This is an optimization exercise on Yosys and OpenROAD, whose aim is small area, a short achievable clock period and few clock cycles, not a production implementation.
In this exercise RTL edits were held to simulation tests only and were not proved equivalent to the original.
Power is estimated from default activity; no workload was simulated.

### constraint.sdc
create_clock -name core_clock -period 9.0 [get_ports {clk}]
set_input_delay 1.8000 -clock core_clock [delete_from_list [all_inputs] [get_ports {clk}]]
set_output_delay 1.8000 -clock core_clock [all_outputs]
set_load 0.01 [all_outputs]
### standard.sh
#!/bin/bash
# synth_recipe.tcl (not shown) runs the flow's synth.tcl, then flattens the netlist and writes it again
# the make line also repeats each setting of config.mk as NAME=value (left out here)
make -C /OpenROAD-flow-scripts/flow DESIGN_CONFIG=/design/flow/config.mk WORK_HOME=/design/flow/orfs CLKGATE_MAP_FILE= SYNTH_SCRIPT=/design/flow/synth_recipe.tcl "${@:-finish}"
### design.v
`default_nettype none
module top (
    input clk,
    output [31:0] InstructionAddress,
    input [31:0] InstructionData,
    output [31:0] DataAddress,
    output [31:0] WriteData,
    input [31:0] ReadData,
    output oe,
    output we,
    input rst
);
  reg  [31:2] pc;   
  reg  [31:2] pcD;   
  reg         pT;   
  reg  [31:0] ir;
  reg         vD;
  reg  [ 4:0] irB;   
  reg hAE, hAM, hAW, hBE, hBM, hBW;   
  reg  [31:0] eA, eB, eS;
  reg  [ 3:0] eFn;
  reg         eSub, eSlowZ;
  reg  [ 4:0] eSh;   
  reg         eWen, eLd, eSt;
  reg  [ 4:0] eRc;
  reg  [31:0] mY, mS;
  reg         mWen, mLd, mSt;
  reg  [ 4:0] mRc;
  reg  [31:0] wY;
  reg         wWen, wLd;
  reg  [ 4:0] wRc;
  reg  [31:0] rf   [0:30];
  reg  [30:0] rfv;
  assign InstructionAddress = {pc, 2'b00};
  assign DataAddress = mY;
  assign WriteData = mS;
  assign oe = mLd;
  assign we = mSt;
  wire [5:0] op = ir[31:26];
  wire [4:0] rc = ir[25:21];
  wire [4:0] ra = ir[20:16];
  wire [4:0] rb = ir[15:11];
  wire [31:0] sxt = {{16{ir[15]}}, ir[15:0]};
  wire isAlu = op[5] & ~((op[3:1] == 3'b001) | (op[2:0] == 3'b111));
  wire isAluR = isAlu & ~op[4];
  wire isHalt = (op == 6'b0);
  wire o5 = ~op[5] & ~isHalt;   
  wire isLd = o5 & (op[2:0] == 3'b000);
  wire isSt = o5 & (op[2:0] == 3'b001);
  wire isJmp = o5 & (op[2:0] == 3'b011);
  wire isBeq = o5 & (op[2:0] == 3'b101);
  wire isBne = o5 & (op[2:0] == 3'b110);
  wire isLdr = o5 & (op[2:0] == 3'b111);
  wire isIll = ~isHalt & ~isAlu & ~isLd & ~isSt & ~isJmp & ~isBeq & ~isBne & ~isLdr;
  wire isBr = isBeq | isBne;
  wire link = isJmp | isBr | isIll;
  wire [4:0] rbx = irB;
  wire useA = ~isLdr;
  wire useB = isAluR | isSt;
  wire [31:0] aluY;
  wire zE;
  wire [31:0] wd = wLd ? ReadData : wY;
  function automatic [31:0] rfread(input [4:0] r);
    integer i;
    begin
      rfread = 32'b0;
      for (i = 0; i < 31; i = i + 1) rfread = rfread | (rf[i] & {32{(r == i) & rfv[i]}});
    end
  endfunction
  wire eHitA = hAE;
  wire eHitB = hBE;
  wire mHitA = hAM;
  wire mHitB = hBM;
  wire wHitA = hAW;
  wire wHitB = hBW;
  wire [31:0] rdA0 = mHitA ? mY : (wHitA ? wd : rfread(ra));
  wire [31:0] rdB0 = mHitB ? mY : (wHitB ? wd : rfread(rbx));
  wire [31:0] rdA = eHitA ? aluY : rdA0;
  wire [31:0] rdB = eHitB ? aluY : rdB0;
  wire ldHaz = ((eLd & eHitA) | (mLd & mHitA)) & useA | ((eLd & eHitB) | (mLd & mHitB)) & useB;
  wire stall = vD & (isHalt | ldHaz | (isBr & eHitA & eSlowZ) | ((isBr | isJmp) & wHitA & wLd));
  wire go = vD & ~stall;
  reg [30:0] rfz;   
  reg zRF;
  integer q;
  always @* begin
    zRF = 1'b1;
    for (q = 0; q < 31; q = q + 1) if (ra == q && rfv[q] && !rfz[q]) zRF = 1'b0;
  end
  wire wZ = (wY == 32'b0);
  wire zW = wLd ? (ReadData == 32'b0) : wZ;
  wire z = eHitA ? zE : (mHitA ? (mY == 32'b0) : (wHitA ? wZ : zRF));   
  wire [31:2] brT = pcD + sxt[29:0];
  wire taken = (isBeq & z) | (isBne & ~z);
  wire redirect = go & ((taken ^ pT) | isJmp | isIll);
  wire [31:2] target = isJmp ? rdA[31:2] : (isIll ? 30'd1 : (pT ? pcD : brT));
  wire [5:0] fop = InstructionData[31:26];
  wire fo5 = ~fop[5] & (fop != 6'b0);
  wire fBeq = fo5 & (fop[2:0] == 3'b101);
  wire fBne = fo5 & (fop[2:0] == 3'b110);
  wire fRa31 = (InstructionData[20:16] == 5'd31);
  wire fPred = (fBeq & fRa31) | ((fBeq | fBne) & InstructionData[15] & ~(fBne & fRa31));
  wire [31:2] pcInc = pc + 30'd1;
  wire [30:0] fT1 = {pc, 1'b1} + {{14{InstructionData[15]}}, InstructionData[15:0], 1'b1};
  wire [31:2] fT = fT1[30:1];   
  wire [31:2] seqPc = fPred ? fT : pcInc;
  wire [31:2] brPc = pT ? pcD : brT;
  wire jmpIll = go & (isJmp | isIll);
  wire rdZ = jmpIll | (go & isBr & (isBeq ^ pT));   
  wire rdNZ = jmpIll | (go & isBr & (isBne ^ pT));   
  wire [31:2] jiPc = isJmp ? rdA[31:2] : 30'd1;
  wire [31:2] pcZ = jmpIll ? jiPc : ((go & isBr & (isBeq ^ pT)) ? brPc : seqPc);
  wire [31:2] pcNZ = jmpIll ? jiPc : ((go & isBr & (isBne ^ pT)) ? brPc : seqPc);
  always @(posedge clk) begin
    if (rst) begin
      pc <= 30'b0;
      vD <= 1'b0;
      pT <= 1'b0;
    end else if (!stall) begin
      pc <= z ? pcZ : pcNZ;
      vD <= z ? ~rdZ : ~rdNZ;
      pT <= fPred;
    end
    if (!stall) ir <= InstructionData;
    if (!stall) pcD <= pcInc;
    if (!stall) irB <= nrb;
    if (rst) begin
      {hAE, hAM, hAW, hBE, hBM, hBW} <= 6'b0;
    end else begin
      hAE <= eWenN & (eRcN == nra);
      hAM <= eWen & (eRc == nra);
      hAW <= mWen & (mRc == nra);
      hBE <= eWenN & (eRcN == nrb);
      hBM <= eWen & (eRc == nrb);
      hBW <= mWen & (mRc == nrb);
    end
  end
  wire [31:0] id = InstructionData;
  wire idSt = ~id[31] & (id[28:26] == 3'b001);
  wire [4:0] nra = stall ? ra : id[20:16];
  wire [4:0] nrb = stall ? irB : (idSt ? id[25:21] : id[15:11]);
  wire sub = isAlu & ((op[3:0] == 4'b0001) | (op[3:2] == 2'b01));
  wire [31:0] imm = link ? 32'b0 : (isLdr ? {sxt[29:0], 2'b00} : sxt);
  wire [31:0] bsel0 = isAluR ? rdB0 : imm;
  wire bFwd = eHitB & isAluR;   
  wire aFwd = eHitA & ~(isLdr | link);
  wire [31:0] aluYx = sub ? ~aluY : aluY;
  wire [4:0] eRcN = isIll ? 5'd30 : rc;
  wire eWenN = go & ~isSt & (eRcN != 5'd31);
  always @(posedge clk) begin
    if (rst) begin
      eWen <= 1'b0;
      eLd  <= 1'b0;
      eSt  <= 1'b0;
    end else begin
      eWen <= eWenN;
      eLd  <= go & (isLd | isLdr);
      eSt  <= go & isSt;
    end
    eRc <= eRcN;
    eA <= aFwd ? aluY : ((isLdr | link) ? {pcD, 2'b00} : rdA0);
    eB <= bFwd ? aluYx : (sub ? ~bsel0 : bsel0);
    eSub <= sub;
    eFn <= isAlu ? op[3:0] : 4'b0000;
    eSlowZ <= isAlu & (op[3] ? op[2] : (op[2] & (op[1:0] != 2'b00)));
    eS <= rdB;
    eSh <= (isAlu & op[3] & op[2]) ? (bFwd ? aluY[4:0] : bsel0[4:0]) : 5'b0;
  end
  wire [32:0] sum1 = {eA, eSub} + {eB, eSub};   
  wire [31:0] sum = sum1[32:1];
  wire [31:0] t = eA ^ eB;
  wire eq = &t;   
  wire lt = (eA[31] == eB[31]) ? eA[31] : sum[31];
  wire [31:0] lg = eFn[1] ? (eFn[0] ? ~t : t) : (eFn[0] ? (eA | eB) : (eA & eB));
  wire cmp = (eFn[1:0] == 2'b00) ? eq : (eFn[1:0] == 2'b01) ? lt : (lt | eq);
  wire shl = (eFn[1:0] == 2'b00);
  wire fill = (eFn[1:0] == 2'b10) & eA[31];
  reg [31:0] shin, shout, shr;
  integer k;
  always @* begin
    for (k = 0; k < 32; k = k + 1) shin[k] = shl ? eA[31-k] : eA[k];
    shr = shin;
    if (eSh[0]) shr = {{1{fill}}, shr[31:1]};
    if (eSh[1]) shr = {{2{fill}}, shr[31:2]};
    if (eSh[2]) shr = {{4{fill}}, shr[31:4]};
    if (eSh[3]) shr = {{8{fill}}, shr[31:8]};
    if (eSh[4]) shr = {{16{fill}}, shr[31:16]};
    for (k = 0; k < 32; k = k + 1) shout[k] = shl ? shr[31-k] : shr[k];
  end
  assign aluY = (eFn[3:2] == 2'b00) ? sum :
                (eFn[3:2] == 2'b01) ? {31'b0, cmp} :
                (eFn[3:2] == 2'b10) ? lg : shout;
  wire zSum = (t == {eA[30:0] | eB[30:0], eSub});
  wire zLg = eFn[1] ? (eFn[0] ? eq : ~|t) : (eFn[0] ? ~|(eA | eB) : ~|(eA & eB));
  assign zE = (eFn[3:2] == 2'b00) ? zSum : (eFn[3:2] == 2'b01) ? ~eq : zLg;
  always @(posedge clk) begin
    if (rst) begin
      mWen <= 1'b0;
      mLd  <= 1'b0;
      mSt  <= 1'b0;
      wWen <= 1'b0;
    end else begin
      mWen <= eWen;
      mLd  <= eLd;
      mSt  <= eSt;
      wWen <= mWen;
    end
    mRc <= eRc;
    mY  <= aluY;
    mS  <= eS;
    wLd <= mLd;
    wRc <= mRc;
    wY  <= mY;
  end
  integer j;
  always @(posedge clk) begin
    for (j = 0; j < 31; j = j + 1) begin
      if (wWen && wRc == j) rf[j] <= wd;
      if (wWen && wRc == j) rfz[j] <= zW;
    end
    if (rst) rfv <= 31'b0;
    else
      for (j = 0; j < 31; j = j + 1) begin
        if (wWen && wRc == j) rfv[j] <= 1'b1;
      end
  end
endmodule
### flow/run.sh
#!/bin/bash
# The standard layout (standard.sh), with the input and output port buffers
# made of sky130_fd_sc_hd__buf_4 rather than the cell buffer_ports picks by
# default (a slow delay cell). Every port is still buffered.
export BUFFER_PORTS_ARGS="-buffer_cell sky130_fd_sc_hd__buf_4"
bash standard.sh > standard.log 2>&1
### config.mk
export PLATFORM = sky130hd
export DESIGN_NAME = top
export DESIGN_NICKNAME = top
export VERILOG_FILES = /design/flow/design.v
export SDC_FILE = /design/flow/constraint.sdc
export NUM_CORES = 4
export LEC_CHECK = 0
export CAP_MARGIN = 20
export CORE_MARGIN = 2
export CORE_UTILIZATION = 50
export CTS_CLUSTER_DIAMETER = 100
export CTS_CLUSTER_SIZE = 20
export PLACE_DENSITY = 0.55
export SETUP_SLACK_MARGIN = 5.0
export SLEW_MARGIN = 20
export TNS_END_PERCENT = 10
==> results of run 1 <==
-- area by class of cell --
cell class                 instances  area, um^2
inverter                         181         703
antenna                            9        22.5
tap                             1781        2230
clock buffer                     105        2170
multi-input combinational       3815       28800
fill                           11400       59400
clock inverter                     9         186
timing repair buffer             381        3220
sequential                      1385       38700
-- flip-flops by register name, indices dropped and copies added (netlist names), 4 cells and up --
| name | cells |
|---|---|
| rf | 992 |
| eA | 32 |
| eB | 32 |
| eS | 32 |
| ir | 32 |
| mS | 32 |
| mY | 32 |
| wY | 32 |
| rfv | 31 |
| rfz | 31 |
| pcD | 30 |
| pc | 30 |
| eRc | 5 |
| eSh | 5 |
| irB | 5 |
| mRc | 5 |
| wRc | 5 |
| eFn | 4 |
-- cells in the mapped netlist (all sizes together) (14+ instances only) --
master  instances  share of area, %
dfxtp         295               8.7
o221ai         14              0.18
a21o           54              0.59
nand4         164               1.5
nor3b          15              0.20
a211oi        139               1.5
and2           23              0.21
o21a           19              0.21
xnor2         102               1.3
and3           92              0.85
ha            123               2.3
o21ai         145               1.1
nor3           78              0.57
o211ai         35              0.39
nand3         164               1.2
nor2          270               1.5
inv           180              0.99
nand2         350               1.9
clkbuf        383               2.1
o22ai          35              0.32
nor2b          25              0.23
nor4           78              0.72
nand2b         33              0.30
mux2i         154               2.3
a22oi         541               6.0
xor2           84               1.1
mux2           22              0.37
a221oi        235               3.0
o31ai          16              0.18
buf            88              0.62
a21oi         285               2.1
or3            16              0.15
a31oi          23              0.21
edfxtp       1090                48
a22o          221               2.8
mux4           49               1.6
-- report_power, final --
part           leakage, uW  internal [uW]  switching, uW
clock              0.00113           1730           2270
combinational       0.0126            536           1260
sequential          0.0126           7270            263
total               0.0263           9530           3790
-- worst min-delay path by stage --
stage	slack, ns	to
floorplan	0.31	mS[0]
global placement	0.31	mS[23]
detailed placement	0.31	mS[4]
CTS	0.33	mS[8]
global route	0.33	mS[5]
finish	0.33	mS[5]
-- metal layers --
| metal | wire (um) | vias to the layer above | global-route usage, % |
|---|---|---|---|
| met5 | 281 | - | 0 |
| met3 | 53600 | 1687 | 17.8 |
| met2 | 142000 | 6103 | 68.3 |
| li1 | - | 23200 | - |
| met4 | 30800 | 26 | 32.8 |
| met1 | 117000 | 29700 | 59.3 |
-- critical path, cell delays in order, from the launching register on --
cell and delay [ns]:
sky130_fd_sc_hd__edfxtp_1 0.48, sky130_fd_sc_hd__clkbuf_2 0.23, sky130_fd_sc_hd__and3b_1 0.25, sky130_fd_sc_hd__and3_4 0.31, sky130_fd_sc_hd__buf_6 0.28, sky130_fd_sc_hd__a22o_1 0.32
sky130_fd_sc_hd__a221oi_1 0.25, sky130_fd_sc_hd__nand4_1 0.21, sky130_fd_sc_hd__nor3_4 0.51, sky130_fd_sc_hd__a211oi_1 0.19, sky130_fd_sc_hd__a211oi_2 0.37, sky130_fd_sc_hd__a21oi_1 0.14
sky130_fd_sc_hd__a21oi_1 0.29, sky130_fd_sc_hd__xnor2_1 0.09
-- stage by stage --
stage | worst slack (ns) | instance area (um^2)
2_1_floorplan | 4.72 | 68300
6_report | 4.86 | 76000
3_3_place_gp | 4.03 | 71500
5_1_grt | 4.90 | 76000
3_5_place_dp | 3.94 | 71500
4_1_cts | 4.78 | 74500
-- logic make-up (layout without fill, tap and decap cells) --
kind of cell,after synthesis,after routing,synth area share [%]
AO/OA/AOI/OAI,1895,1895,20.4
multiplexers,225,225,4.25
other,1,11,0.00550
AND/OR/NAND/NOR,1381,1381,10.3
adder cells (fa/ha/maj),126,126,2.34
buffers and inverters,652,676,3.73
flip-flops,1385,1385,56.7
XOR/XNOR,186,186,2.39
-- repair_timing --
item                                    in CTS  in global routing
setup buffers                                8                 52
pin swaps                                    5                 36
hold endpoints to repair                     0                  0
gates resized for setup                    144                253
endpoints found under the setup margin     169                122
==> impl_metrics.xml, run 1 <==
<?xml version="1.0" encoding="UTF-8"?>
<metrics>
  <group name="logic_synthesis">
    <metric name="synthesis.area" unit="um^2">68200</metric>
    <metric name="post_synth_inst_count" unit="">5851</metric>
    <metric name="seq_area_frac_synth" unit="%">56.7</metric>
    <metric name="synthDistinctLibCells" unit="">98</metric>
    <metric name="synth-async-reset-ratio" unit="%">0</metric>
    <metric name="number_of_flip_flops_and_latches_in_the_synthesized_netlist" unit="">1385</metric>
    <metric name="synth_area_per_cell" unit="um^2">11.7</metric>
    <metric name="most_common_flop_cell_mapped_by_yosys" unit="">sky130_fd_sc_hd__edfxtp_1</metric>
    <metric name="synth-edff-count" unit="">1090</metric>
    <metric name="ys.warnings.count" unit="">2</metric>
  </group>
  <group name="worst_setup_path">
    <metric name="worstReg2RegEnd" unit="">eB[7]</metric>
    <metric name="worstReg2RegStart" unit="">irB[1]</metric>
    <metric name="path_class" unit="">reg -&gt; reg</metric>
    <metric name="required" unit="ns">9.62</metric>
    <metric name="cp-start-kind" unit="">register</metric>
    <metric name="critical_path.endpoint_type" unit="">register</metric>
    <metric name="cp.arrival" unit="ns">4.76</metric>
    <metric name="worst-r2r-setup-slack" unit="ns">4.86</metric>
    <metric name="cp_max_fo" unit="">26</metric>
    <metric name="worstRegToRegCells" unit="">13</metric>
    <metric name="critPathCapture" unit="">eB[7]</metric>
    <metric name="critPathLaunch" unit="">irB[1]</metric>
  </group>
  <group name="floorplan">
    <metric name="die_x" unit="um">373</metric>
    <metric name="die_height" unit="um">373</metric>
    <metric name="floorplan.rows" unit="">135</metric>
    <metric name="pin_count" unit="">164</metric>
    <metric name="die-area" unit="um^2">139000</metric>
    <metric name="initial_utilization" unit="%">50.3</metric>
    <metric name="core_box_area" unit="um^2">135000</metric>
  </group>
  <group name="timing">
    <metric name="clock_skew" unit="ns">0.0637</metric>
    <metric name="worst_max_slew_pin_slew" unit="ns">1.23</metric>
    <metric name="slew_headroom" unit="%">15.3</metric>
    <metric name="post_route_clock_period_utilization" unit="%">46.1</metric>
    <metric name="number_of_pins_exceeding_their_max_slew_limit_in_the_final_report" unit="">0</metric>
    <metric name="maximum_clock_rate" unit="MHz">241</metric>
    <metric name="final-setup-viol-count" unit="">0</metric>
    <metric name="final-hold-violation-count" unit="">0</metric>
    <metric name="finalHoldWorstSlack" unit="ns">0.328</metric>
    <metric name="min_clock_period_post_route" unit="ns">4.14</metric>
    <metric name="rsz0062_at_grt" unit="">yes</metric>
    <metric name="setup_total_negative_slack" unit="ns">0</metric>
  </group>
  <group name="pwr">
    <metric name="power.total" unit="uW">13300</metric>
    <metric name="power.leakage" unit="uW">0.0263</metric>
    <metric name="p_per_area" unit="nW/um^2">175</metric>
    <metric name="worst_ir_drop_vdd" unit="uV">170</metric>
  </group>
  <group name="routing">
    <metric name="dr.pass1.iters" unit="">8</metric>
    <metric name="post_drt_wl_per_cell" unit="um">44.8</metric>
    <metric name="drc_errors" unit="">0</metric>
    <metric name="finalWirelength" unit="mm">344</metric>
    <metric name="vias" unit="">60700</metric>
    <metric name="antenna_violating_nets_left" unit="">0</metric>
    <metric name="post_drt_via_cell_ratio" unit="">7.91</metric>
    <metric name="drt_iter0_drc" unit="">12300</metric>
  </group>
  <group name="clocking">
    <metric name="worst_skew_pair.late_latency" unit="ns">0.77</metric>
    <metric name="cts_made_buffers" unit="">81</metric>
    <metric name="h-tree-depth" unit="">3</metric>
    <metric name="cts_root_buf" unit="">sky130_fd_sc_hd__clkbuf_16</metric>
    <metric name="clkSinkCount" unit="">1385</metric>
    <metric name="cts_hold_buf" unit="">0</metric>
    <metric name="max-clock-path-buffers" unit="">3</metric>
    <metric name="clk_transition_reported_paths" unit="ns">0.09</metric>
    <metric name="cts_tree" unit="">built</metric>
  </group>
  <group name="global_route">
    <metric name="grt_pass1_wl" unit="mm">461</metric>
    <metric name="grt_pass1_vias" unit="">55000</metric>
    <metric name="grt_start_max_net_pins" unit="">70</metric>
    <metric name="overall_routing_resource_usage" unit="%">47.5</metric>
    <metric name="overflow" unit="">0</metric>
    <metric name="antenna_found_initial" unit="">14</metric>
  </group>
  <group name="cells_and_area">
    <metric name="layout_commonest_cell" unit="">sky130_fd_sc_hd__edfxtp_1</metric>
    <metric name="area_growth_syn_to_layout" unit="%">11.5</metric>
    <metric name="final_cell_count_no_fill" unit="">7666</metric>
    <metric name="mostFrequentLayoutCells" unit="">1090 x sky130_fd_sc_hd__edfxtp_1, 541 x sky130_fd_sc_hd__a22oi_1, 348 x sky130_fd_sc_hd__nand2_1</metric>
    <metric name="layout-drive-gt1-share" unit="%">15.4</metric>
    <metric name="layout.nets" unit="">6037</metric>
    <metric name="core_util_final" unit="%">56.1</metric>
  </group>
  <group name="placed_design">
    <metric name="port_buffers" unit="">161</metric>
    <metric name="dpl.cell_count" unit="">7483</metric>
    <metric name="hpwl" unit="mm">212</metric>
    <metric name="gp_congestion" unit="">1.04</metric>
  </group>
  <group name="status">
    <metric name="run_status" unit="">no timing/DRC/antenna violations</metric>
  </group>
  <group name="min_path">
    <metric name="worstHoldStart" unit="">eS[5]</metric>
    <metric name="min_path_cells" unit="">0</metric>
    <metric name="worstHoldPathType" unit="">reg -&gt; reg</metric>
  </group>
  <group name="run">
    <metric name="drv.max_cap_violation_count" unit="">0</metric>
  </group>
</metrics>
Testbench counts, summed over its fixed seeds: cycles 67,753.
==> inputs of run 2 (changes only) <==
==> flow/run.sh (replaced) <==
#!/bin/bash
# The standard layout (standard.sh), with the input and output port buffers
# made of sky130_fd_sc_hd__buf_2 rather than the cell buffer_ports picks by
# default (a slow delay cell). Every port is still buffered.
export BUFFER_PORTS_ARGS="-buffer_cell sky130_fd_sc_hd__buf_2"
bash standard.sh > standard.log 2>&1
--- a/config.mk
+++ b/config.mk
@@ -9,6 +9,6 @@
 export CORE_MARGIN = 2
-export CORE_UTILIZATION = 50
+export CORE_UTILIZATION = 45
 export CTS_CLUSTER_DIAMETER = 100
 export CTS_CLUSTER_SIZE = 20
-export PLACE_DENSITY = 0.55
+export PLACE_DENSITY = 0.5
 export SETUP_SLACK_MARGIN = 5.0
==> impl_metrics.xml, run 2 <==
<?xml version="1.0" encoding="UTF-8"?>
<metrics>
  <group name="logic_synthesis">
    <metric name="synth.most_common_cell" unit="">sky130_fd_sc_hd__edfxtp_1</metric>
    <metric name="post_synth_inst_count" unit="">5851</metric>
    <metric name="synth.top_cell.area_share" unit="%">48.0</metric>
    <metric name="synth-edff-count" unit="">1090</metric>
    <metric name="ys.warnings.count" unit="">2</metric>
    <metric name="netlist_top_cells_count" unit="">1090 x sky130_fd_sc_hd__edfxtp_1, 541 x sky130_fd_sc_hd__a22oi_1, 382 x sky130_fd_sc_hd__clkbuf_1</metric>
    <metric name="number_of_flip_flops_and_latches_in_the_synthesized_netlist" unit="">1385</metric>
    <metric name="synthesis.area" unit="um^2">68200</metric>
    <metric name="synth_area_leader_cell" unit="">sky130_fd_sc_hd__edfxtp_1</metric>
    <metric name="synthDistinctLibCells" unit="">98</metric>
    <metric name="synth_area_per_cell" unit="um^2">11.7</metric>
    <metric name="most_common_flop_cell_mapped_by_yosys" unit="">sky130_fd_sc_hd__edfxtp_1</metric>
    <metric name="synth-async-reset-ratio" unit="%">0</metric>
    <metric name="seq_area_frac_synth" unit="%">56.7</metric>
    <metric name="top_cells_by_area_in_the_synthesized_netlist" unit="">sky130_fd_sc_hd__edfxtp_1 48%, sky130_fd_sc_hd__dfxtp_1 8.7%, sky130_fd_sc_hd__a22oi_1 6.0%</metric>
  </group>
  <group name="cells_and_area">
    <metric name="layout.nets" unit="">6045</metric>
    <metric name="filler_cell_count" unit="">13300</metric>
    <metric name="layout-drive-gt1-share" unit="%">14.7</metric>
    <metric name="final_cell_area" unit="um^2">75600</metric>
    <metric name="area_growth_syn_to_layout" unit="%">10.9</metric>
    <metric name="regMostFlops" unit="">rf</metric>
    <metric name="largest_register_ff_count" unit="">992</metric>
    <metric name="multiInputGateArea" unit="um^2">28400</metric>
    <metric name="layout_commonest_cell" unit="">sky130_fd_sc_hd__edfxtp_1</metric>
    <metric name="seqCellArea" unit="um^2">38700</metric>
    <metric name="core_util_final" unit="%">50.4</metric>
    <metric name="mostFrequentLayoutCells" unit="">1090 x sky130_fd_sc_hd__edfxtp_1, 540 x sky130_fd_sc_hd__a22oi_1, 346 x sky130_fd_sc_hd__nand2_1</metric>
  </group>
  <group name="placed_design">
    <metric name="port_buffers" unit="">161</metric>
    <metric name="hpwl" unit="mm">225</metric>
    <metric name="gp_congestion" unit="">1.03</metric>
    <metric name="placed_cell_area" unit="um^2">71600</metric>
  </group>
  <group name="timing">
    <metric name="worst_max_slew_pin_slew" unit="ns">1.35</metric>
    <metric name="maximum_clock_rate" unit="MHz">233</metric>
    <metric name="number_of_pins_exceeding_their_max_slew_limit_in_the_final_report" unit="">0</metric>
    <metric name="final-setup-viol-count" unit="">0</metric>
    <metric name="slew_headroom" unit="%">7.42</metric>
    <metric name="post_route_clock_period_utilization" unit="%">47.7</metric>
    <metric name="clock_skew" unit="ns">0.0620</metric>
    <metric name="final-hold-violation-count" unit="">0</metric>
    <metric name="setup_total_negative_slack" unit="ns">0</metric>
    <metric name="rsz0062_at_grt" unit="">yes</metric>
    <metric name="min_clock_period_post_route" unit="ns">4.29</metric>
  </group>
  <group name="clocking">
    <metric name="cts_made_buffers" unit="">81</metric>
    <metric name="cts_root_buf" unit="">sky130_fd_sc_hd__clkbuf_16</metric>
    <metric name="cts_hold_buf" unit="">0</metric>
    <metric name="clk_transition_reported_paths" unit="ns">0.08</metric>
    <metric name="cts_tree" unit="">built</metric>
    <metric name="clkSinkCount" unit="">1385</metric>
    <metric name="h-tree-depth" unit="">3</metric>
    <metric name="max-clock-path-buffers" unit="">3</metric>
    <metric name="worst_skew_pair.late_latency" unit="ns">0.78</metric>
  </group>
  <group name="routing">
    <metric name="drc_errors" unit="">0</metric>
    <metric name="route.top_layer_used" unit="">met5</metric>
    <metric name="route.met3.wl" unit="mm">50.7</metric>
    <metric name="vias" unit="">60400</metric>
    <metric name="met2_wirelength" unit="mm">155</metric>
    <metric name="post_drt_via_cell_ratio" unit="">7.64</metric>
    <metric name="antenna_violating_nets_left" unit="">0</metric>
    <metric name="post_drt_wl_per_cell" unit="um">45.9</metric>
    <metric name="drt_iter0_drc" unit="">11200</metric>
    <metric name="finalWirelength" unit="mm">363</metric>
    <metric name="routedLengthMet1" unit="mm">125</metric>
    <metric name="dr.pass1.iters" unit="">9</metric>
  </group>
  <group name="pwr">
    <metric name="power.leakage" unit="uW">0.0261</metric>
    <metric name="worst_ir_drop_vdd" unit="uV">160</metric>
    <metric name="p_per_area" unit="nW/um^2">176</metric>
  </group>
  <group name="worst_setup_path">
    <metric name="critical_path.endpoint_type" unit="">register</metric>
    <metric name="cp_max_fo" unit="">16</metric>
    <metric name="path_class" unit="">reg -&gt; reg</metric>
    <metric name="required" unit="ns">9.59</metric>
    <metric name="cp.arrival" unit="ns">4.88</metric>
    <metric name="cp-start-kind" unit="">register</metric>
  </group>
  <group name="floorplan">
    <metric name="core_box_area" unit="um^2">150000</metric>
    <metric name="die_x" unit="um">393</metric>
    <metric name="initial_utilization" unit="%">45.4</metric>
    <metric name="pin_count" unit="">164</metric>
    <metric name="die-area" unit="um^2">155000</metric>
    <metric name="floorplan.rows" unit="">142</metric>
    <metric name="die_height" unit="um">393</metric>
  </group>
  <group name="global_route">
    <metric name="grt_pass1_wl" unit="mm">483</metric>
    <metric name="grt_pass1_vias" unit="">55500</metric>
    <metric name="antenna_found_initial" unit="">25</metric>
    <metric name="overall_routing_resource_usage" unit="%">45.2</metric>
    <metric name="overflow" unit="">0</metric>
    <metric name="grt_start_max_net_pins" unit="">65</metric>
  </group>
  <group name="min_path">
    <metric name="worstHoldPathType" unit="">reg -&gt; reg</metric>
  </group>
  <group name="run">
    <metric name="drv.max_cap_violation_count" unit="">0</metric>
  </group>
  <group name="status">
    <metric name="run_status" unit="">no timing/DRC/antenna violations</metric>
  </group>
</metrics>
## run 2: cell count changes in the layout (fill, tap and decap cells not counted), moves of 5 or more
cell / change
sky130_fd_sc_hd__a211oi_1: +10
sky130_fd_sc_hd__nor4_1: +5
sky130_fd_sc_hd__buf_2: +159
sky130_fd_sc_hd__buf_4: -150
sky130_fd_sc_hd__nor4_4: -8
sky130_fd_sc_hd__a211oi_2: -8
sky130_fd_sc_hd__ha_1: +5
sky130_fd_sc_hd__ha_2: -6
sky130_fd_sc_hd__a221oi_1: +5
## run 2: final cells by class
class                           count  share of cell area (%)
Multi-Input combinational cell   3815                    37.6
Tap cell                         2016                    3.34
Clock inverter                     12                   0.294
Sequential cell                  1385                    51.2
Antenna cell                        8                  0.0265
Clock buffer                      104                    2.79
Inverter                          181                   0.918
Timing Repair Buffer              389                    3.89
## run 2: per-layer routing
metal	GRT usage, %	vias to the layer above
met2	66.9	5743
met4	31.8	26
met5	0.0924	-
met3	15.3	1613
met1	55.3	29800
li1	-	23200
## run 2: kinds of logic (layout without fill, tap and decap cells)
family / count (synthesis) / count (layout) / share of synthesized area, %
adder cells (fa/ha/maj): 126 / 126 / 2.34
buffers and inverters: 652 / 686 / 3.73
multiplexers: 225 / 225 / 4.25
other: 1 / 10 / 0.00550
flip-flops: 1385 / 1385 / 56.7
XOR/XNOR: 186 / 186 / 2.39
AND/OR/NAND/NOR: 1381 / 1381 / 10.3
AO/OA/AOI/OAI: 1895 / 1895 / 20.4
## run 2: worst paths after layout
| kind | from | end | slack [ns] | cells after the start |
|---|---|---|---|---|
| max | irB[4] | eB[14] | 4.71 | 13 |
| min | eS[20] | mS[20] | 0.33 | 0 |
| max reg2reg | irB[4] | eB[14] | 4.71 | 13 |
| min reg2reg | eS[20] | mS[20] | 0.33 | 0 |
## run 2: worst max-delay path: stages, from the launching register on
cell and delay (ns):
sky130_fd_sc_hd__edfxtp_1 0.50, sky130_fd_sc_hd__nor2b_2 0.30, sky130_fd_sc_hd__and3_4 0.31, sky130_fd_sc_hd__buf_4 0.26, sky130_fd_sc_hd__buf_8 0.26, sky130_fd_sc_hd__a22o_1 0.28, sky130_fd_sc_hd__a221oi_2 0.18, sky130_fd_sc_hd__nand3_1 0.18
sky130_fd_sc_hd__nor4_4 0.71, sky130_fd_sc_hd__a211oi_2 0.17, sky130_fd_sc_hd__a211oi_2 0.33, sky130_fd_sc_hd__a21oi_2 0.13, sky130_fd_sc_hd__a21oi_2 0.31, sky130_fd_sc_hd__xnor2_4 0.14
## run 2: timing repair
action	CTS	global route
cloned	1	1
resized for setup	165	155
hold endpoints to repair	0	0
setup endpoints to repair	144	116
buffers inserted	13	21
pin swaps	7	27
## run 2: stage by stage
step | cells | total power (uW) | hold slack, ns | setup slack [ns]
after floorplan | 5852 | 8480 | 0.310 | 4.72
after global placement | 7747 | 9270 | 0.311 | 3.93
after detailed placement | 7749 | 9270 | 0.312 | 3.98
after CTS | 7879 | 13100 | 0.328 | 4.74
after global routing | 7903 | 13500 | 0.333 | 4.76
final | 7910 | 13300 | 0.329 | 4.71
## run 2: power breakdown
group | switching, uW | total, uW | internal, uW
Sequential | 257 | 7530 | 7270
Combinational | 1240 | 1740 | 501
Clock | 2310 | 4010 | 1690
Total | 3810 | 13300 | 9470
==> inputs of run 3 (changes only) <==
--- a/design.v
+++ b/design.v
@@ -21,3 +21,4 @@
   reg  [ 3:0] eFn;
-  reg         eSub, eSlowZ;
+  reg         eSub;
+  reg         eBr, eBeq, ePT;   
   reg  [ 4:0] eSh;   
@@ -31,3 +32,3 @@
   reg  [ 4:0] wRc;
-  reg  [31:0] rf   [0:30];
+  reg  [991:0] rf;   
   reg  [30:0] rfv;
@@ -60,5 +61,4 @@
   wire [31:0] aluY;
-  wire zE;
   wire [31:0] wd = wLd ? ReadData : wY;
-  function automatic [31:0] rfread(input [4:0] r);
+  function automatic [31:0] rfread(input [4:0] r, input [991:0] regs, input [30:0] v);
     integer i;
@@ -66,3 +66,3 @@
       rfread = 32'b0;
-      for (i = 0; i < 31; i = i + 1) rfread = rfread | (rf[i] & {32{(r == i) & rfv[i]}});
+      for (i = 0; i < 31; i = i + 1) rfread = rfread | (regs[i*32+:32] & {32{(r == i) & v[i]}});
     end
@@ -75,4 +75,4 @@
   wire wHitB = hBW;
-  wire [31:0] rdA0 = mHitA ? mY : (wHitA ? wd : rfread(ra));
-  wire [31:0] rdB0 = mHitB ? mY : (wHitB ? wd : rfread(rbx));
+  wire [31:0] rdA0 = mHitA ? mY : (wHitA ? wd : rfread(ra, rf, rfv));
+  wire [31:0] rdB0 = mHitB ? mY : (wHitB ? wd : rfread(rbx, rf, rfv));
   wire [31:0] rdA = eHitA ? aluY : rdA0;
@@ -80,4 +80,7 @@
   wire ldHaz = ((eLd & eHitA) | (mLd & mHitA)) & useA | ((eLd & eHitB) | (mLd & mHitB)) & useB;
-  wire stall = vD & (isHalt | ldHaz | (isBr & eHitA & eSlowZ) | ((isBr | isJmp) & wHitA & wLd));
-  wire go = vD & ~stall;
+  wire stall = vD & (isHalt | ldHaz | ((isBr | isJmp) & wHitA & wLd));
+  wire mZ = (mY == 32'b0);
+  wire eRedir = eBr & ((eBeq ? mZ : ~mZ) ^ ePT);
+  wire go = vD & ~stall & ~eRedir;
+  wire defer = isBr & eHitA;
   reg [30:0] rfz;   
@@ -91,7 +94,4 @@
   wire zW = wLd ? (ReadData == 32'b0) : wZ;
-  wire z = eHitA ? zE : (mHitA ? (mY == 32'b0) : (wHitA ? wZ : zRF));   
+  wire z = mHitA ? mZ : (wHitA ? wZ : zRF);   
   wire [31:2] brT = pcD + sxt[29:0];
-  wire taken = (isBeq & z) | (isBne & ~z);
-  wire redirect = go & ((taken ^ pT) | isJmp | isIll);
-  wire [31:2] target = isJmp ? rdA[31:2] : (isIll ? 30'd1 : (pT ? pcD : brT));
   wire [5:0] fop = InstructionData[31:26];
@@ -108,7 +108,8 @@
   wire jmpIll = go & (isJmp | isIll);
-  wire rdZ = jmpIll | (go & isBr & (isBeq ^ pT));   
-  wire rdNZ = jmpIll | (go & isBr & (isBne ^ pT));   
+  wire brNow = go & isBr & ~defer;
+  wire rdZ = jmpIll | (brNow & (isBeq ^ pT));   
+  wire rdNZ = jmpIll | (brNow & (isBne ^ pT));   
   wire [31:2] jiPc = isJmp ? rdA[31:2] : 30'd1;
-  wire [31:2] pcZ = jmpIll ? jiPc : ((go & isBr & (isBeq ^ pT)) ? brPc : seqPc);
-  wire [31:2] pcNZ = jmpIll ? jiPc : ((go & isBr & (isBne ^ pT)) ? brPc : seqPc);
+  wire [31:2] pcZ = jmpIll ? jiPc : ((brNow & (isBeq ^ pT)) ? brPc : seqPc);
+  wire [31:2] pcNZ = jmpIll ? jiPc : ((brNow & (isBne ^ pT)) ? brPc : seqPc);
   always @(posedge clk) begin
@@ -118,2 +119,5 @@
       pT <= 1'b0;
+    end else if (eRedir) begin
+      pc <= eS[31:2];
+      vD <= 1'b0;
     end else if (!stall) begin
@@ -154,2 +158,3 @@
       eSt  <= 1'b0;
+      eBr  <= 1'b0;
     end else begin
@@ -158,3 +163,6 @@
       eSt  <= go & isSt;
-    end
+      eBr  <= go & defer;
+    end
+    eBeq <= isBeq;
+    ePT <= pT;
     eRc <= eRcN;
@@ -164,4 +172,3 @@
     eFn <= isAlu ? op[3:0] : 4'b0000;
-    eSlowZ <= isAlu & (op[3] ? op[2] : (op[2] & (op[1:0] != 2'b00)));
-    eS <= rdB;
+    eS <= defer ? {brPc, 2'b00} : rdB;   
     eSh <= (isAlu & op[3] & op[2]) ? (bFwd ? aluY[4:0] : bsel0[4:0]) : 5'b0;
@@ -192,5 +199,2 @@
                 (eFn[3:2] == 2'b10) ? lg : shout;
-  wire zSum = (t == {eA[30:0] | eB[30:0], eSub});
-  wire zLg = eFn[1] ? (eFn[0] ? eq : ~|t) : (eFn[0] ? ~|(eA | eB) : ~|(eA & eB));
-  assign zE = (eFn[3:2] == 2'b00) ? zSum : (eFn[3:2] == 2'b01) ? ~eq : zLg;
   always @(posedge clk) begin
@@ -217,3 +221,3 @@
     for (j = 0; j < 31; j = j + 1) begin
-      if (wWen && wRc == j) rf[j] <= wd;
+      if (wWen && wRc == j) rf[j*32+:32] <= wd;
       if (wWen && wRc == j) rfz[j] <= zW;
==> flow/run.sh (replaced) <==
#!/bin/bash
# The standard layout (standard.sh), with the input and output port buffers
# made of sky130_fd_sc_hd__buf_4 rather than the cell buffer_ports picks by
# default (a slow delay cell). Every port is still buffered.
export BUFFER_PORTS_ARGS="-buffer_cell sky130_fd_sc_hd__buf_4"
bash standard.sh > standard.log 2>&1
==> impl_metrics.xml, run 3 <==
<?xml version="1.0" encoding="UTF-8"?>
<metrics>
  <group name="status">
    <metric name="run_status" unit="">no timing/DRC/antenna violations</metric>
  </group>
  <group name="pwr">
    <metric name="seqPwrFrac" unit="%">57.1</metric>
    <metric name="switching_power" unit="uW">3720</metric>
    <metric name="power_switching_share" unit="%">28.2</metric>
    <metric name="power.share.combinational" unit="%">12.3</metric>
    <metric name="power.leakage" unit="uW">0.0271</metric>
    <metric name="p_int" unit="uW">9480</metric>
    <metric name="p_per_area" unit="nW/um^2">172</metric>
    <metric name="worst_ir_drop_vdd" unit="uV">170</metric>
    <metric name="clock_power_share" unit="%">30.7</metric>
  </group>
  <group name="worst_setup_path">
    <metric name="worstReg2RegEnd" unit="">eB[29]</metric>
    <metric name="cp_max_fo" unit="">20</metric>
    <metric name="timing.critical_path.slowest_cell_delay" unit="ns">0.58</metric>
    <metric name="path_class" unit="">reg -&gt; reg</metric>
    <metric name="worstPathBufferInverterCount" unit="">1</metric>
    <metric name="required" unit="ns">9.64</metric>
    <metric name="worst-r2r-setup-slack" unit="ns">4.82</metric>
    <metric name="crit_chain" unit="">and3b_1 -&gt; and3_4 -&gt; buf_4 -&gt; a22oi_1 -&gt; nand2_1 -&gt; nor3_1 -&gt; a221oi_2 -&gt; a211oi_1 -&gt; o21a_1 -&gt; a21oi_1 -&gt; xor2_1</metric>
    <metric name="cp.arrival" unit="ns">4.82</metric>
    <metric name="crit_path_top_delay_cell" unit="">sky130_fd_sc_hd__buf_4</metric>
    <metric name="worstRegToRegCells" unit="">11</metric>
    <metric name="critical_path.endpoint_type" unit="">register</metric>
    <metric name="crit_family" unit="">compound AO/OA/AOI/OAI gates</metric>
    <metric name="cp-start-kind" unit="">register</metric>
    <metric name="worstReg2RegStart" unit="">irB[0]</metric>
  </group>
  <group name="cells_and_area">
    <metric name="largest_register_ff_count" unit="">992</metric>
    <metric name="mostFrequentLayoutCells" unit="">1090 x sky130_fd_sc_hd__edfxtp_1, 851 x sky130_fd_sc_hd__a22oi_1, 534 x sky130_fd_sc_hd__nand2_1</metric>
    <metric name="final_cell_area" unit="um^2">76900</metric>
    <metric name="final_cell_count_no_fill" unit="">8254</metric>
    <metric name="layout.nets" unit="">6363</metric>
    <metric name="regMostFlops" unit="">rf</metric>
    <metric name="core_util_final" unit="%">50.5</metric>
    <metric name="layout_commonest_cell" unit="">sky130_fd_sc_hd__edfxtp_1</metric>
    <metric name="area_growth_syn_to_layout" unit="%">11.4</metric>
    <metric name="filler_cell_count" unit="">13600</metric>
    <metric name="layout-drive-gt1-share" unit="%">14.1</metric>
  </group>
  <group name="clocking">
    <metric name="cts_made_buffers" unit="">82</metric>
    <metric name="clk_transition_reported_paths" unit="ns">0.09</metric>
    <metric name="h-tree-depth" unit="">3</metric>
    <metric name="clkSinkCount" unit="">1387</metric>
    <metric name="cts_tree" unit="">built</metric>
    <metric name="worst_skew_pair.late_latency" unit="ns">0.75</metric>
    <metric name="cts_root_buf" unit="">sky130_fd_sc_hd__clkbuf_16</metric>
    <metric name="max-clock-path-buffers" unit="">3</metric>
  </group>
  <group name="global_route">
    <metric name="grt_pass1_wl" unit="mm">497</metric>
    <metric name="overall_routing_resource_usage" unit="%">46.2</metric>
    <metric name="grt_start_max_net_pins" unit="">70</metric>
    <metric name="overflow" unit="">0</metric>
    <metric name="grt_pass1_vias" unit="">57600</metric>
    <metric name="antenna_found_initial" unit="">28</metric>
  </group>
  <group name="logic_synthesis">
    <metric name="synth_area_leader_cell" unit="">sky130_fd_sc_hd__edfxtp_1</metric>
    <metric name="most_common_flop_cell_mapped_by_yosys" unit="">sky130_fd_sc_hd__edfxtp_1</metric>
    <metric name="synth_area_per_cell" unit="um^2">11.3</metric>
    <metric name="netlist_top_cells_count" unit="">1090 x sky130_fd_sc_hd__edfxtp_1, 852 x sky130_fd_sc_hd__a22oi_1, 537 x sky130_fd_sc_hd__nand2_1</metric>
    <metric name="synth-edff-count" unit="">1090</metric>
    <metric name="number_of_flip_flops_and_latches_in_the_synthesized_netlist" unit="">1387</metric>
    <metric name="seq_area_frac_synth" unit="%">56.1</metric>
    <metric name="top_cells_by_area_in_the_synthesized_netlist" unit="">sky130_fd_sc_hd__edfxtp_1 47%, sky130_fd_sc_hd__a22oi_1 9.3%, sky130_fd_sc_hd__dfxtp_1 8.6%</metric>
    <metric name="synthDistinctLibCells" unit="">94</metric>
    <metric name="synth.most_common_cell" unit="">sky130_fd_sc_hd__edfxtp_1</metric>
    <metric name="post_synth_inst_count" unit="">6131</metric>
    <metric name="synth-async-reset-ratio" unit="%">0</metric>
    <metric name="ys.warnings.count" unit="">1</metric>
    <metric name="synth.top_cell.area_share" unit="%">47.4</metric>
    <metric name="synthesis.area" unit="um^2">69000</metric>
  </group>
  <group name="floorplan">
    <metric name="floorplan.rows" unit="">143</metric>
    <metric name="die_height" unit="um">396</metric>
    <metric name="initial_utilization" unit="%">45.4</metric>
    <metric name="core_box_area" unit="um^2">152000</metric>
    <metric name="pin_count" unit="">164</metric>
    <metric name="die-area" unit="um^2">156000</metric>
    <metric name="die_x" unit="um">396</metric>
  </group>
  <group name="min_path">
    <metric name="min_path_cells" unit="">0</metric>
    <metric name="min_delay_worst_endpoint" unit="">mS[1]</metric>
    <metric name="worstHoldPathType" unit="">reg -&gt; reg</metric>
    <metric name="worstHoldStart" unit="">eS[1]</metric>
  </group>
  <group name="routing">
    <metric name="finalWirelength" unit="mm">374</metric>
    <metric name="antenna_violating_nets_left" unit="">0</metric>
    <metric name="post_drt_via_cell_ratio" unit="">7.58</metric>
    <metric name="drt_iter0_drc" unit="">13100</metric>
    <metric name="drc_errors" unit="">0</metric>
    <metric name="post_drt_wl_per_cell" unit="um">45.3</metric>
    <metric name="dr.pass1.iters" unit="">12</metric>
    <metric name="vias" unit="">62600</metric>
  </group>
  <group name="placed_design">
    <metric name="dpl.cell_count" unit="">8058</metric>
    <metric name="gp_congestion" unit="">1.03</metric>
    <metric name="pre_cts_ws" unit="ns">3.62</metric>
    <metric name="hpwl" unit="mm">238</metric>
    <metric name="placed_cell_area" unit="um^2">72900</metric>
    <metric name="port_buffers" unit="">161</metric>
  </group>
  <group name="timing">
    <metric name="rsz0062_at_grt" unit="">yes</metric>
    <metric name="timing.final.ws_setup" unit="ns">4.82</metric>
    <metric name="slew_headroom" unit="%">12.8</metric>
    <metric name="final-hold-violation-count" unit="">0</metric>
    <metric name="post_route_clock_period_utilization" unit="%">46.4</metric>
    <metric name="clock_skew" unit="ns">0.0432</metric>
    <metric name="min_clock_period_post_route" unit="ns">4.18</metric>
    <metric name="setup_total_negative_slack" unit="ns">0</metric>
    <metric name="number_of_pins_exceeding_their_max_slew_limit_in_the_final_report" unit="">0</metric>
    <metric name="maximum_clock_rate" unit="MHz">239</metric>
    <metric name="worst_max_slew_pin_slew" unit="ns">1.27</metric>
    <metric name="final-setup-viol-count" unit="">0</metric>
  </group>
  <group name="run">
    <metric name="drv.max_cap_violation_count" unit="">0</metric>
  </group>
</metrics>
[run 3: power by group through the flow]
stage               registers (uW)  clock network, uW  logic (uW)
CTS                           7510               4030        1530
global route                  7520               4250        1700
global placement              7660                  0        1480
floorplan                     7510                  0         846
detailed placement            7660                  0        1490
finish                        7530               4050        1620
[run 3: area by class of cell]
type / instances / area (um^2) / share of cell area [%]
Clock inverter: 9 / 109 / 0.142
Tap cell: 2030 / 2540 / 3.30
Sequential cell: 1387 / 38700 / 50.4
Timing Repair Buffer: 414 / 3400 / 4.42
Clock buffer: 115 / 2230 / 2.90
Multi-Input combinational cell: 4114 / 29200 / 38.0
Inverter: 172 / 656 / 0.853
Antenna cell: 13 / 32.5 / 0.0423
[run 3: through the flow]
stage          power (uW)  hold slack, ns
2_1_floorplan        8350           0.310
3_3_place_gp         9140           0.314
3_5_place_dp         9150           0.312
4_1_cts             13100           0.323
5_1_grt             13500           0.323
6_report            13200           0.322
[run 3: kinds of logic after synthesis]
group                      share of synthesized area (%)
DFF                                                 56.1
muxes                                               4.04
xor gates and xnor gates                            1.90
and+or+nand+nor                                     11.9
AOI/OAI and AO/OA                                   20.2
other                                            0.00543
adders and majority gates                           2.32
buffers and inverters                               3.57
[run 3: routing by layer]
layer,GRT usage (%),wire length (um),vias to the layer above
met2,68.4,158000,6053
met5,0,144,-
met1,58.0,131000,30800
li1,-,-,24100
met3,14.2,52600,1605
met4,31.0,32000,18
[run 3: how the worst max path moves through the flow]
stage	startpoint	end	slack (ns)	depth (start not counted)
3_3_place_gp	ir[18]	pc[10]	3.65	10
4_1_cts	eA[3]	eA[28]	4.77	11
6_report	irB[0]	eB[29]	4.82	11
2_1_floorplan	InstructionData[4]	pc[23]	4.94	11
5_1_grt	eA[1]	eA[25]	4.83	12
3_5_place_dp	ir[18]	pc[10]	3.62	10
[run 3: repair_timing]
| action | 4_1_cts | 5_1_grt |
|---|---|---|
| resized for setup | 135 | 128 |
| setup endpoints to repair | 137 | 120 |
| gates cloned | 1 | 1 |
| buffers inserted | 21 | 35 |
| hold buffers | 0 | 0 |
| pin swaps | 6 | 16 |
Testbench counts of run 3, summed over its fixed seeds: cycles 68,480.
==> inputs of run 4 (changes only) <==
--- a/design.v
+++ b/design.v
@@ -17,3 +17,4 @@
   reg         vD;
-  reg  [ 4:0] irB;   
+  reg  [30:0] selA, selB;   
+  integer u;
   reg hAE, hAM, hAW, hBE, hBM, hBW;   
@@ -57,3 +58,3 @@
   wire link = isJmp | isBr | isIll;
-  wire [4:0] rbx = irB;
+  wire [4:0] rbx = isSt ? rc : rb;
   wire useA = ~isLdr;
@@ -62,3 +63,3 @@
   wire [31:0] wd = wLd ? ReadData : wY;
-  function automatic [31:0] rfread(input [4:0] r, input [991:0] regs, input [30:0] v);
+  function automatic [31:0] rfread(input [30:0] sel, input [991:0] regs);
     integer i;
@@ -66,3 +67,3 @@
       rfread = 32'b0;
-      for (i = 0; i < 31; i = i + 1) rfread = rfread | (regs[i*32+:32] & {32{(r == i) & v[i]}});
+      for (i = 0; i < 31; i = i + 1) rfread = rfread | (regs[i*32+:32] & {32{sel[i]}});
     end
@@ -75,4 +76,4 @@
   wire wHitB = hBW;
-  wire [31:0] rdA0 = mHitA ? mY : (wHitA ? wd : rfread(ra, rf, rfv));
-  wire [31:0] rdB0 = mHitB ? mY : (wHitB ? wd : rfread(rbx, rf, rfv));
+  wire [31:0] rdA0 = mHitA ? mY : (wHitA ? wd : rfread(selA, rf));
+  wire [31:0] rdB0 = mHitB ? mY : (wHitB ? wd : rfread(selB, rf));
   wire [31:0] rdA = eHitA ? aluY : rdA0;
@@ -90,3 +91,3 @@
     zRF = 1'b1;
-    for (q = 0; q < 31; q = q + 1) if (ra == q && rfv[q] && !rfz[q]) zRF = 1'b0;
+    for (q = 0; q < 31; q = q + 1) if (selA[q] && !rfz[q]) zRF = 1'b0;
   end
@@ -129,3 +130,6 @@
     if (!stall) pcD <= pcInc;
-    if (!stall) irB <= nrb;
+    for (u = 0; u < 31; u = u + 1) begin
+      selA[u] <= (nra == u) & rfvN[u];
+      selB[u] <= (nrb == u) & rfvN[u];
+    end
     if (rst) begin
@@ -144,3 +148,8 @@
   wire [4:0] nra = stall ? ra : id[20:16];
-  wire [4:0] nrb = stall ? irB : (idSt ? id[25:21] : id[15:11]);
+  wire [4:0] nrb = stall ? rbx : (idSt ? id[25:21] : id[15:11]);
+  reg [30:0] rfvN;
+  integer n;
+  always @* begin
+    for (n = 0; n < 31; n = n + 1) rfvN[n] = ~rst & (rfv[n] | (wWen && wRc == n));
+  end
   wire sub = isAlu & ((op[3:0] == 4'b0001) | (op[3:2] == 2'b01));
==> impl_metrics.xml, run 4 <==
<?xml version="1.0" encoding="UTF-8"?>
<metrics>
  <group name="global_route">
    <metric name="antenna_found_initial" unit="">20</metric>
    <metric name="grt_pass1_wl" unit="mm">484</metric>
    <metric name="grt_pass1_vias" unit="">56100</metric>
    <metric name="grt_start_max_net_pins" unit="">74</metric>
    <metric name="overflow" unit="">0</metric>
    <metric name="overall_routing_resource_usage" unit="%">44.9</metric>
  </group>
  <group name="routing">
    <metric name="finalWirelength" unit="mm">362</metric>
    <metric name="post_drt_wl_per_cell" unit="um">45.4</metric>
    <metric name="dr.pass1.iters" unit="">12</metric>
    <metric name="post_drt_via_cell_ratio" unit="">7.60</metric>
    <metric name="antenna_violating_nets_left" unit="">0</metric>
    <metric name="vias" unit="">60700</metric>
    <metric name="drt_iter0_drc" unit="">11200</metric>
    <metric name="drc_errors" unit="">0</metric>
  </group>
  <group name="worst_setup_path">
    <metric name="crit_chain" unit="">buf_4 -&gt; buf_4 -&gt; a22o_1 -&gt; a221oi_1 -&gt; nand4_1 -&gt; nor3_2 -&gt; a211oi_1 -&gt; a211oi_1 -&gt; a21oi_1 -&gt; nand2_1 -&gt; a21oi_1</metric>
    <metric name="path_class" unit="">reg -&gt; reg</metric>
    <metric name="cp-start-kind" unit="">register</metric>
    <metric name="required" unit="ns">9.62</metric>
    <metric name="critical_path.endpoint_type" unit="">register</metric>
    <metric name="cp_max_fo" unit="">13</metric>
    <metric name="cp.arrival" unit="ns">4.79</metric>
    <metric name="timing.critical_path.slowest_cell_delay" unit="ns">0.75</metric>
    <metric name="critPathLaunch" unit="">selA[4]</metric>
    <metric name="worstReg2RegStart" unit="">selA[4]</metric>
    <metric name="crit_path_top_delay_cell" unit="">sky130_fd_sc_hd__a211oi_1</metric>
  </group>
  <group name="logic_synthesis">
    <metric name="number_of_flip_flops_and_latches_in_the_synthesized_netlist" unit="">1444</metric>
    <metric name="synthDistinctLibCells" unit="">97</metric>
    <metric name="synthesis.area" unit="um^2">69300</metric>
    <metric name="most_common_flop_cell_mapped_by_yosys" unit="">sky130_fd_sc_hd__edfxtp_1</metric>
    <metric name="synth-edff-count" unit="">1085</metric>
    <metric name="synth_area_per_cell" unit="um^2">11.8</metric>
    <metric name="synth.top_cell.area_share" unit="%">47.0</metric>
    <metric name="ys.warnings.count" unit="">1</metric>
    <metric name="synth-async-reset-ratio" unit="%">0</metric>
    <metric name="synth.most_common_cell" unit="">sky130_fd_sc_hd__edfxtp_1</metric>
    <metric name="post_synth_inst_count" unit="">5867</metric>
    <metric name="synth_area_leader_cell" unit="">sky130_fd_sc_hd__edfxtp_1</metric>
    <metric name="seq_area_frac_synth" unit="%">57.4</metric>
    <metric name="netlist_top_cells_count" unit="">1085 x sky130_fd_sc_hd__edfxtp_1, 480 x sky130_fd_sc_hd__a22oi_1, 359 x sky130_fd_sc_hd__dfxtp_1</metric>
    <metric name="top_cells_by_area_in_the_synthesized_netlist" unit="">sky130_fd_sc_hd__edfxtp_1 47%, sky130_fd_sc_hd__dfxtp_1 10%, sky130_fd_sc_hd__a22oi_1 5.2%</metric>
  </group>
  <group name="pwr">
    <metric name="p_per_area" unit="nW/um^2">177</metric>
    <metric name="p_int" unit="uW">9780</metric>
    <metric name="switching_power" unit="uW">3770</metric>
    <metric name="power.share.combinational" unit="%">12.1</metric>
    <metric name="clock_power_share" unit="%">30.4</metric>
    <metric name="power.leakage" unit="uW">0.0261</metric>
    <metric name="worst_ir_drop_vdd" unit="uV">171</metric>
    <metric name="seqPwrFrac" unit="%">57.5</metric>
    <metric name="power_switching_share" unit="%">27.8</metric>
  </group>
  <group name="timing">
    <metric name="clock_skew" unit="ns">0.0358</metric>
    <metric name="maximum_clock_rate" unit="MHz">240</metric>
    <metric name="post_route_clock_period_utilization" unit="%">46.3</metric>
    <metric name="slew_headroom" unit="%">12.3</metric>
    <metric name="min_clock_period_post_route" unit="ns">4.17</metric>
    <metric name="final-hold-violation-count" unit="">0</metric>
    <metric name="worst_max_slew_pin_slew" unit="ns">1.32</metric>
    <metric name="setup_total_negative_slack" unit="ns">0</metric>
    <metric name="number_of_pins_exceeding_their_max_slew_limit_in_the_final_report" unit="">0</metric>
    <metric name="rsz0062_at_grt" unit="">yes</metric>
    <metric name="final-setup-viol-count" unit="">0</metric>
  </group>
  <group name="floorplan">
    <metric name="core_box_area" unit="um^2">152000</metric>
    <metric name="die_x" unit="um">396</metric>
    <metric name="pin_count" unit="">164</metric>
    <metric name="initial_utilization" unit="%">45.4</metric>
    <metric name="floorplan.rows" unit="">143</metric>
    <metric name="die-area" unit="um^2">157000</metric>
    <metric name="die_height" unit="um">396</metric>
  </group>
  <group name="min_path">
    <metric name="worstHoldPathType" unit="">reg -&gt; reg</metric>
    <metric name="worstHoldStart" unit="">eS[0]</metric>
  </group>
  <group name="cells_and_area">
    <metric name="largest_register_ff_count" unit="">992</metric>
    <metric name="mostFrequentLayoutCells" unit="">1085 x sky130_fd_sc_hd__edfxtp_1, 479 x sky130_fd_sc_hd__a22oi_1, 350 x sky130_fd_sc_hd__buf_4</metric>
    <metric name="filler_cell_count" unit="">13700</metric>
    <metric name="layout.nets" unit="">6104</metric>
    <metric name="layout-drive-gt1-share" unit="%">13.2</metric>
    <metric name="seqCellArea" unit="um^2">39900</metric>
    <metric name="multiInputGateArea" unit="um^2">28000</metric>
    <metric name="regMostFlops" unit="">rf</metric>
    <metric name="final_cell_count_no_fill" unit="">7989</metric>
    <metric name="layout_commonest_cell" unit="">sky130_fd_sc_hd__edfxtp_1</metric>
    <metric name="area_growth_syn_to_layout" unit="%">10.3</metric>
  </group>
  <group name="clocking">
    <metric name="cts_made_buffers" unit="">83</metric>
    <metric name="cts_root_buf" unit="">sky130_fd_sc_hd__clkbuf_16</metric>
    <metric name="cts_tree" unit="">built</metric>
    <metric name="h-tree-depth" unit="">3</metric>
    <metric name="clk_transition_reported_paths" unit="ns">0.09</metric>
    <metric name="clkSinkCount" unit="">1444</metric>
    <metric name="max-clock-path-buffers" unit="">3</metric>
    <metric name="worst_skew_pair.late_latency" unit="ns">0.76</metric>
  </group>
  <group name="run">
    <metric name="drv.max_cap_violation_count" unit="">0</metric>
  </group>
  <group name="placed_design">
    <metric name="gp_congestion" unit="">1.04</metric>
    <metric name="port_buffers" unit="">161</metric>
    <metric name="dpl.cell_count" unit="">7828</metric>
    <metric name="hpwl" unit="mm">222</metric>
  </group>
  <group name="status">
    <metric name="run_status" unit="">no timing/DRC/antenna violations</metric>
  </group>
</metrics>
==> run 4: cell types whose count changed in the layout (fill, tap and decap cells not counted), sizes merged, moves of 22 or more <==
cell | before | now
a222oi | 27 | 4
buf | 413 | 366
nor3 | 137 | 100
a221oi | 110 | 261
a211oi | 86 | 156
dfxtp | 297 | 359
a22oi | 854 | 480
and2 | 65 | 30
a22o | 34 | 252
nor2 | 306 | 284
o21ai | 207 | 175
nand2 | 537 | 314
nand3 | 109 | 134
==> run 4: layout make-up <==
class                   count  share of cell area (%)
diodes                      4                  0.0131
clock buffers             119                    2.92
clock inverters             9                   0.205
inverters                 192                   0.976
multi-input cells        3824                    36.6
flip-flops and latches   1444                    52.2
well taps                2030                    3.33
repair buffers            367                    3.72
==> run 4: path summary, 6_finish.rpt <==
kind	end	slack (ns)	cells past startpoint
max	pc[14]	4.83	11
min	mS[0]	0.34	0
min reg2reg	mS[0]	0.34	0
max reg2reg	pc[14]	4.83	11
==> run 4: power groups by stage <==
stage                     clock network, uW  registers [uW]  logic (uW)
after floorplan                           0            7790         889
after global placement                    0            7930        1520
after detailed placement                  0            7930        1530
after CTS                              4110            7770        1560
after global routing                   4340            7780        1720
final                                  4120            7790        1640
==> run 4: cells by family (layout without fill, tap and decap cells) <==
kind of cell	count (synthesis)	count (layout)	share of synthesized area [%]
AOI/OAI and AO/OA	1977	1977	21.0
xor gates and xnor gates	149	149	1.88
adders and majority gates	126	126	2.31
buffers and inverters	600	687	3.38
DFF	1444	1444	57.4
muxes	235	235	4.39
other	1	6	0.00541
and+or+nand+nor	1335	1335	9.64
==> run 4: stage by stage <==
step	util (%)	setup slack [ns]	instance area [um^2]	power, uW	hold WS, ns
floorplan	-	4.96	69300	8680	0.310
global placement	48.0	3.86	73200	9450	0.315
detailed placement	48.0	4.04	73200	9450	0.321
CTS	49.8	4.80	76000	13400	0.340
global route	50.1	4.84	76400	13800	0.345
finish	50.1	4.83	76400	13500	0.340
==> run 4: worst max-delay path: cells and delay by family (launching register included) <==
kind / cells / cell delay (ns)
flip-flops: 1 / 0.60
buffers and inverters: 2 / 0.66
AO/OA/AOI/OAI: 6 / 1.69
AND/OR/NAND/NOR: 3 / 1.05
==> run 4: repair_timing <==
action | CTS | global route
gates resized for setup | 42 | 61
buffers inserted | 22 | 7
hold buffers | 0 | 0
pin swaps | 5 | 5
endpoints found under the setup margin | 185 | 152
==> run 4: metal layers <==
layer | up-vias | track usage [%] | routed length (um)
met2 | 5628 | 66.4 | 153000
met5 | - | 0 | 184
met1 | 30200 | 57.2 | 129000
li1 | 23500 | - | -
met4 | 28 | 29.1 | 29900
met3 | 1409 | 13.3 | 50600
Testbench counts of run 4, summed over its fixed seeds: cycles 68,480.
==> inputs of run 5 (changes only) <==
--- a/config.mk
+++ b/config.mk
@@ -9,6 +9,6 @@
 export CORE_MARGIN = 2
-export CORE_UTILIZATION = 45
+export CORE_UTILIZATION = 50
 export CTS_CLUSTER_DIAMETER = 100
 export CTS_CLUSTER_SIZE = 20
-export PLACE_DENSITY = 0.5
+export PLACE_DENSITY = 0.55
 export SETUP_SLACK_MARGIN = 5.0
==> impl_metrics.xml, run 5 <==
<?xml version="1.0" encoding="UTF-8"?>
<metrics>
  <group name="worst_setup_path">
    <metric name="required" unit="ns">9.62</metric>
    <metric name="worst-r2r-setup-slack" unit="ns">4.68</metric>
    <metric name="cp_max_fo" unit="">20</metric>
    <metric name="cp-start-kind" unit="">register</metric>
    <metric name="worstReg2RegEnd" unit="">pc[7]</metric>
    <metric name="worstRegToRegCells" unit="">10</metric>
  </group>
  <group name="routing">
    <metric name="vias" unit="">61600</metric>
    <metric name="drt_iter0_drc" unit="">12700</metric>
    <metric name="antenna_violating_nets_left" unit="">0</metric>
    <metric name="routedLengthMet1" unit="mm">120</metric>
    <metric name="drc_errors" unit="">0</metric>
  </group>
  <group name="cells_and_area">
    <metric name="layout-drive-gt1-share" unit="%">13.6</metric>
    <metric name="mostFrequentLayoutCells" unit="">1085 x sky130_fd_sc_hd__edfxtp_1, 479 x sky130_fd_sc_hd__a22oi_1, 370 x sky130_fd_sc_hd__buf_4</metric>
    <metric name="core_util_final" unit="%">55.5</metric>
    <metric name="regMostFlops" unit="">rf</metric>
    <metric name="final_cell_area" unit="um^2">76300</metric>
  </group>
  <group name="min_path">
    <metric name="min_path_cells" unit="">0</metric>
    <metric name="worstHoldStart" unit="">eS[1]</metric>
    <metric name="worstHoldPathType" unit="">reg -&gt; reg</metric>
  </group>
  <group name="clocking">
    <metric name="h-tree-depth" unit="">3</metric>
    <metric name="clk_transition_reported_paths" unit="ns">0.09</metric>
    <metric name="cts_root_buf" unit="">sky130_fd_sc_hd__clkbuf_16</metric>
    <metric name="worst_skew_pair.late_latency" unit="ns">0.79</metric>
    <metric name="cts_made_buffers" unit="">84</metric>
  </group>
  <group name="pwr">
    <metric name="power.total" unit="uW">13600</metric>
    <metric name="power_switching_share" unit="%">27.8</metric>
    <metric name="p_int" unit="uW">9850</metric>
    <metric name="worst_ir_drop_vdd" unit="uV">181</metric>
  </group>
  <group name="logic_synthesis">
    <metric name="most_common_flop_cell_mapped_by_yosys" unit="">sky130_fd_sc_hd__edfxtp_1</metric>
    <metric name="synth.top_cell.area_share" unit="%">47.0</metric>
    <metric name="synth.most_common_cell" unit="">sky130_fd_sc_hd__edfxtp_1</metric>
    <metric name="synthesis.area" unit="um^2">69300</metric>
    <metric name="synth-async-reset-ratio" unit="%">0</metric>
    <metric name="synth_area_per_cell" unit="um^2">11.8</metric>
  </group>
  <group name="placed_design">
    <metric name="placed_cell_area" unit="um^2">73000</metric>
    <metric name="pre_cts_ws" unit="ns">3.66</metric>
  </group>
  <group name="timing">
    <metric name="slew_headroom" unit="%">8.38</metric>
    <metric name="rsz0062_at_grt" unit="">yes</metric>
    <metric name="clock_skew" unit="ns">0.0615</metric>
    <metric name="min_clock_period_post_route" unit="ns">4.32</metric>
    <metric name="final-setup-viol-count" unit="">0</metric>
    <metric name="timing.final.ws_setup" unit="ns">4.68</metric>
  </group>
  <group name="floorplan">
    <metric name="initial_utilization" unit="%">50.4</metric>
    <metric name="core_box_area" unit="um^2">137000</metric>
    <metric name="floorplan.rows" unit="">136</metric>
    <metric name="die_x" unit="um">376</metric>
  </group>
  <group name="global_route">
    <metric name="overflow" unit="">0</metric>
    <metric name="antenna_found_initial" unit="">14</metric>
  </group>
  <group name="status">
    <metric name="run_status" unit="">no timing/DRC/antenna violations</metric>
  </group>
</metrics>
==> run 5: power groups by stage <==
stage	registers [uW]	clock network, uW	logic [uW]
3_3_place_gp	7930	0	1510
3_5_place_dp	7930	0	1510
6_report	7800	4210	1630
4_1_cts	7770	4190	1550
5_1_grt	7790	4390	1710
2_1_floorplan	7790	0	889
==> run 5: per-layer routing <==
| layer | track usage, % | vias to the layer above |
|---|---|---|
| met2 | 70.5 | 6371 |
| met3 | 17.6 | 1775 |
| met1 | 60.3 | 30000 |
| met5 | 0 | - |
| met4 | 34.7 | 12 |
| li1 | - | 23500 |
==> run 5: worst max-delay path by stage <==
stage | to | depth (start not counted) | slack [ns] | from
global route | eB[24] | 13 | 4.73 | eA[3]
global placement | eB[0] | 11 | 3.64 | eSh[1]
detailed placement | eB[0] | 11 | 3.66 | eSh[1]
CTS | pc[29] | 12 | 4.89 | InstructionData[15]
finish | pc[7] | 10 | 4.68 | selA[26]
floorplan | pc[26] | 14 | 4.96 | InstructionData[0]
==> run 5: area by class of cell <==
class	instances	area (um^2)
Fill cell	11700	61200
Sequential cell	1444	39900
Multi-Input combinational cell	3825	27900
Timing Repair Buffer	382	2930
Clock buffer	110	2270
Tap cell	1794	2240
Inverter	192	749
Clock inverter	11	224
Antenna cell	14	35.0
Timing Repair inverter	1	5.00
==> run 5: critical path, stage by stage, from the launching register on <==
cell and delay, ns:
sky130_fd_sc_hd__dfxtp_2 0.55, sky130_fd_sc_hd__buf_4 0.45, sky130_fd_sc_hd__a22o_1 0.29, sky130_fd_sc_hd__a221oi_1 0.24, sky130_fd_sc_hd__nand4_1 0.15, sky130_fd_sc_hd__nor3_1 1.03, sky130_fd_sc_hd__a211oi_1 0.19, sky130_fd_sc_hd__a211oi_1 0.71
sky130_fd_sc_hd__a21oi_1 0.23, sky130_fd_sc_hd__nand2_1 0.20, sky130_fd_sc_hd__a21oi_1 0.09
==> run 5: repair_timing <==
item	in CTS	in global routing
gates resized for setup	49	40
setup buffers	19	13
endpoints found under the hold margin	0	0
endpoints found under the setup margin	199	141
gates cloned	2	0
pin swaps	7	4
==> run 5: per-stage QoR <==
stage	hold WS (ns)	cells
floorplan	0.310	5868
global route	0.341	7759
CTS	0.331	7743
global placement	0.312	7601
detailed placement	0.312	7601
finish	0.332	7773
==> run 5: kinds of logic after synthesis <==
kind of cell / Yosys count / share of synthesized area [%]
adders and majority gates: 126 / 2.31
buffers and inverters: 600 / 3.38
other: 1 / 0.00541
DFF: 1444 / 57.4
and+or+nand+nor: 1335 / 9.64
AOI/OAI and AO/OA: 1977 / 21.0
xor gates and xnor gates: 149 / 1.88
muxes: 235 / 4.39

[separate check: timing with driven ports]
No port has a modelled driver above. Below, the same layouts with a new extraction and two added sets of constraints.
Step 1, drivers: a clkbuf_16 drives clk and a buf_2 each remaining input, both assumed.
Step 2 also shifts input and output timing later by t, the mid clock arrival at the registers, as if the neighbouring blocks saw the same clock.
Slacks: ideal ports / drivers / drivers and shift; pairs: ideal ports / drivers.
run | t, ns | slack for setup (ns)
run 1 | 0.823 | 4.855 / 4.855 / 4.218
run 2 | 0.833 | 4.710 / 4.710 / 4.173
run 3 | 0.803 | 4.823 / 4.823 / 4.194
run 4 | 0.817 | 4.834 / 4.834 / 4.255
run 5 | 0.835 | 4.680 / 4.680 / 4.182
After both steps every run listed still meets setup and hold.
